Context: an optimization exercise on an open-source flow, tuned for small area, a short achievable clock period and few clock cycles per item. The choices shown serve that exercise and are no tape-out recipe.
Function was checked by simulation only, so behaviour that the tests miss may differ from the original.
Power is estimated from default activity; no workload was simulated.

Design rsdp_tag, start of the top module:
module rsdp_tag (
   input          clk,
   input          rst,
   input          start,
   input          csel,
   input          ssel,
   input  [237:0] b,
   input  [237:0] a,
   input  [135:0] y,
   input  [135:0] x,
   input  [6:0]   e,
   output         ready,
   output         done,
   output [6:0]   u
);
   reg [2:0] vld;
   assign ready = 1'b1;
   assign done  = vld[2];
   tag core (
      .clk(clk), .csel(csel), .ssel(ssel),
      .b(b), .a(a), .y(y), .x(x), .e(e), .u(u)
   );
   always @(posedge clk) begin
      if (rst)
         vld <= 3'd0;
      else
         vld <= {vld[1:0], start};
   end
endmodule
Size in the first run: roughly 2100 cells after synthesis, ~770 I/O pins, about 0.021 mm2 of cells after synthesis.
export LEC_CHECK = 0
export CAP_MARGIN = 20
export CORE_MARGIN = 2
export CORE_UTILIZATION = 35
export SETUP_SLACK_MARGIN = 5
export SLEW_MARGIN = 20
export SYNTH_HIERARCHICAL = 1
export SYNTH_MINIMUM_KEEP_SIZE = 0
create_clock -name core_clock -period 8.0 [get_ports {clk}]
standard.sh (not shown) runs the stock make flow with config.mk's settings and CLKGATE_MAP_FILE= SYNTH_SCRIPT=/design/flow/synth_recipe.tcl, a recipe that flattens the netlist after the stock synthesis.
==> flow/flow/run.sh <==
#!/bin/bash
# Standard ORFS layout (the standard.sh, unchanged synthesis), except:
# - the port buffers that global placement inserts are buf_1 cells instead of
#   the default delay buffers (every input and output port still gets one);
# - clock tree synthesis uses clkbuf_8 leaf buffers, clusters of up to 16
#   sinks and no dummy loads, which makes a smaller clock tree.
set -euo pipefail
export BUFFER_PORTS_ARGS="-buffer_cell sky130_fd_sc_hd__buf_1"
export CTS_ARGS="-sink_clustering_enable -repair_clock_nets -dont_use_dummy_load -buf_list {sky130_fd_sc_hd__clkbuf_8} -sink_clustering_size 16 -sink_clustering_max_diameter 100"
bash standard.sh > orfs_make.log 2>&1
The starting point ran to the end with no violations.
Testbench counts at the start, summed over its fixed seeds: cycles 536, tags 512.
Then changed:
--- a/flow/config.mk
+++ b/flow/config.mk
@@ -9,5 +9,6 @@
 export CORE_MARGIN = 2
 export CORE_UTILIZATION = 35
-export SETUP_SLACK_MARGIN = 5
+export GPL_ROUTABILITY_DRIVEN = 0
+export SETUP_SLACK_MARGIN = 4.85
 export SLEW_MARGIN = 20
 export SYNTH_HIERARCHICAL = 1
Outcome:
- The changed run passed the timing, DRC and antenna checks
- area after synthesis is unchanged
- via count fell slightly
- worst hold slack is worse by 5.7 ps

========
== try-garnet ==
Another version of the RTL of rsdp_tag (not shown whole).
Size in the first run: about 770 I/O pins, ~26,000 sq um of cells after synthesis.
export LEC_CHECK = 0
export CAP_MARGIN = 20
export CORE_MARGIN = 2
export CORE_UTILIZATION = 35
export CTS_BUF_LIST = sky130_fd_sc_hd__clkbuf_8 sky130_fd_sc_hd__clkbuf_16
export CTS_CLUSTER_DIAMETER = 60
export CTS_CLUSTER_SIZE = 20
export SETUP_SLACK_MARGIN = 5
export SLEW_MARGIN = 20
export SYNTH_HIERARCHICAL = 1
export SYNTH_MINIMUM_KEEP_SIZE = 0
create_clock -name core_clock -period 8.0 [get_ports {clk}]
==> flow/flow/run.sh <==
#!/bin/bash
# Standard ORFS layout (the standard.sh, unchanged synthesis), with the
# port buffers that global placement inserts made from buf_1 cells instead of
# the default delay buffers. Every input and output port still gets a buffer.
set -euo pipefail
export BUFFER_PORTS_ARGS="-buffer_cell sky130_fd_sc_hd__buf_1"
bash standard.sh > orfs_make.log 2>&1
Testbench counts of try-garnet, summed over its fixed seeds: cycles 536, tags 512.
[inputs] try-nickel vs try-garnet
==> flow/flow/run.sh <==
#!/bin/bash
# Standard ORFS layout (the standard.sh, unchanged synthesis), except:
# - the port buffers that global placement inserts are buf_1 cells instead of
#   the default delay buffers (every input and output port still gets one);
# - clock tree synthesis uses clkbuf_8 leaf buffers, clusters of up to 16
#   sinks and no dummy loads, which makes a smaller clock tree.
set -euo pipefail
export BUFFER_PORTS_ARGS="-buffer_cell sky130_fd_sc_hd__buf_1"
export CTS_ARGS="-sink_clustering_enable -repair_clock_nets -dont_use_dummy_load -buf_list {sky130_fd_sc_hd__clkbuf_8} -sink_clustering_size 16 -sink_clustering_max_diameter 100"
bash standard.sh > orfs_make.log 2>&1
diff --git a/flow/config.mk b/flow/config.mk
--- a/flow/config.mk
+++ b/flow/config.mk
@@ -8,7 +8,4 @@
 export CAP_MARGIN = 20
-export CORE_MARGIN = 2
-export CORE_UTILIZATION = 35
-export CTS_BUF_LIST = sky130_fd_sc_hd__clkbuf_8 sky130_fd_sc_hd__clkbuf_16
-export CTS_CLUSTER_DIAMETER = 60
-export CTS_CLUSTER_SIZE = 20
+export CORE_AREA = 2 2 378 148
+export DIE_AREA = 0 0 380 150
 export SETUP_SLACK_MARGIN = 5
Results
- Relative to try-garnet, flip-flop and latch share of the layout cell area has increased by 1.1 points in try-nickel.
- The more densely filled core belongs to try-nickel, not try-garnet.
- Relative to try-garnet, the power measured on try-nickel has decreased by a few percent.
- In terms of number of instances in the synthesized netlist, try-nickel and try-garnet differ only marginally.
- First-pass GRT wire length (try-garnet / try-nickel): 1.20
- From try-garnet to try-nickel the numbers moved as follows: number of antenna violations at the first check in global routing dropped 1; routed metal-1 wire length shows a reduction of 11%.
Changes in try-lagoon relative to try-nickel:
==> flow/flow/run.sh <==
#!/bin/bash
# Standard ORFS layout (the standard.sh, unchanged synthesis), except:
# - the port buffers that global placement inserts are buf_1 cells instead of
#   the default delay buffers (every input and output port still gets one);
# - clock tree synthesis uses clkbuf_8 leaf buffers, clusters of up to 20
#   sinks and no dummy loads, which makes a smaller clock tree.
set -euo pipefail
export BUFFER_PORTS_ARGS="-buffer_cell sky130_fd_sc_hd__buf_1"
export CTS_ARGS="-sink_clustering_enable -repair_clock_nets -dont_use_dummy_load -buf_list {sky130_fd_sc_hd__clkbuf_8 sky130_fd_sc_hd__clkbuf_16} -sink_clustering_size 20 -sink_clustering_max_diameter 60"
bash standard.sh > orfs_make.log 2>&1
diff --git a/flow/config.mk b/flow/config.mk
--- a/flow/config.mk
+++ b/flow/config.mk
@@ -8,4 +8,4 @@
 export CAP_MARGIN = 20
-export CORE_AREA = 2 2 378 148
-export DIE_AREA = 0 0 380 150
+export CORE_MARGIN = 2
+export CORE_UTILIZATION = 35
 export SETUP_SLACK_MARGIN = 5
--- outcome ---
Going from try-nickel to try-lagoon, chip height has increased, final routed wirelength across all metal layers climbed 24%, post-layout total power up about 0.7%.
Going from try-nickel to try-lagoon, combinational share of power shrinks by 3.0 points.
| clock network fraction of total power | higher: try-lagoon |
On area growth from synthesis to layout: try-lagoon sits above try-nickel.
Relative to try-nickel, maximum number of pins on one net before global-route repair has decreased by 12 in try-lagoon.
The final reports for try-lagoon and try-nickel show worst setup slack higher in the former.
The lower count of buffers not belonging to the clock network in the layout of try-nickel and try-lagoon is in try-nickel.
Edits applied to the flow inputs when going from try-lagoon to try-fjord:
==> flow/flow/run.sh <==
#!/bin/bash
# Standard ORFS layout (the standard.sh, unchanged synthesis), with the
# port buffers that global placement inserts made from buf_1 cells instead of
# the default delay buffers. Every input and output port still gets a buffer.
set -euo pipefail
export BUFFER_PORTS_ARGS="-buffer_cell sky130_fd_sc_hd__buf_1"
bash standard.sh > orfs_make.log 2>&1
Findings:
Cell count (lower): try-lagoon
The worst setup slack in try-fjord sits 0.036 ns below the value recorded for try-lagoon.
Number of iterations in the first detailed-routing pass: lower on try-lagoon
Layout buffer count excluding clock buffers was lower in the run labelled try-fjord.
Where hold slack is concerned, try-lagoon is outperformed by try-fjord.
Changes observed in try-fjord relative to try-lagoon: total power draw went up by 1.7%; final critical-path required period climbed 0.036 ns.

-- separate check: timing with driven ports --
Ports are ideal in the flow. The routed layouts listed here were re-timed in OpenROAD. Step 1: set_driving_cell puts a clkbuf_16 on clk and a buf_2 on each other input, an assumption about the parent block. Step 2, shift: input delay + t, output delay - t, t = (earliest + latest rising clock arrival at the registers) / 2. This alone moves slack from input paths to output paths. Three values: ideal ports, drivers, drivers and shift; two values: the first two.
run | t, ns | setup WS [ns] | hold slack, ns | worst data-port slew with drivers (ns) | pins driven straight from the clock port
the first run of note 1 | 0.629 | 4.922 / 4.892 / 4.263 | 0.456 / 0.456 / 0.456 | 0.14 | 1
the second run of note 1 | 0.639 | 4.848 / 4.852 / 4.213 | 0.450 / 0.450 / 0.450 | 0.12 | 1
try-garnet | 0.591 | 4.855 / 4.855 / 4.393 | 0.449 / 0.449 / 0.449 | 0.11 | 1
try-nickel | 0.656 | 4.841 / 4.841 / 4.399 | 0.454 / 0.454 / 0.454 | 0.11 | 1
try-lagoon | 0.573 | 4.880 / 4.880 / 4.451 | 0.445 / 0.445 / 0.445 | 0.11 | 1
try-fjord | 0.588 | 4.844 / 4.844 / 4.421 | 0.449 / 0.449 / 0.449 | 0.12 | 1
After both steps setup and hold are still met in every run listed. The setup slack of the first run of note 1, which loses most, moves by -0.030 ns with the drivers and by -0.659 ns with both steps.
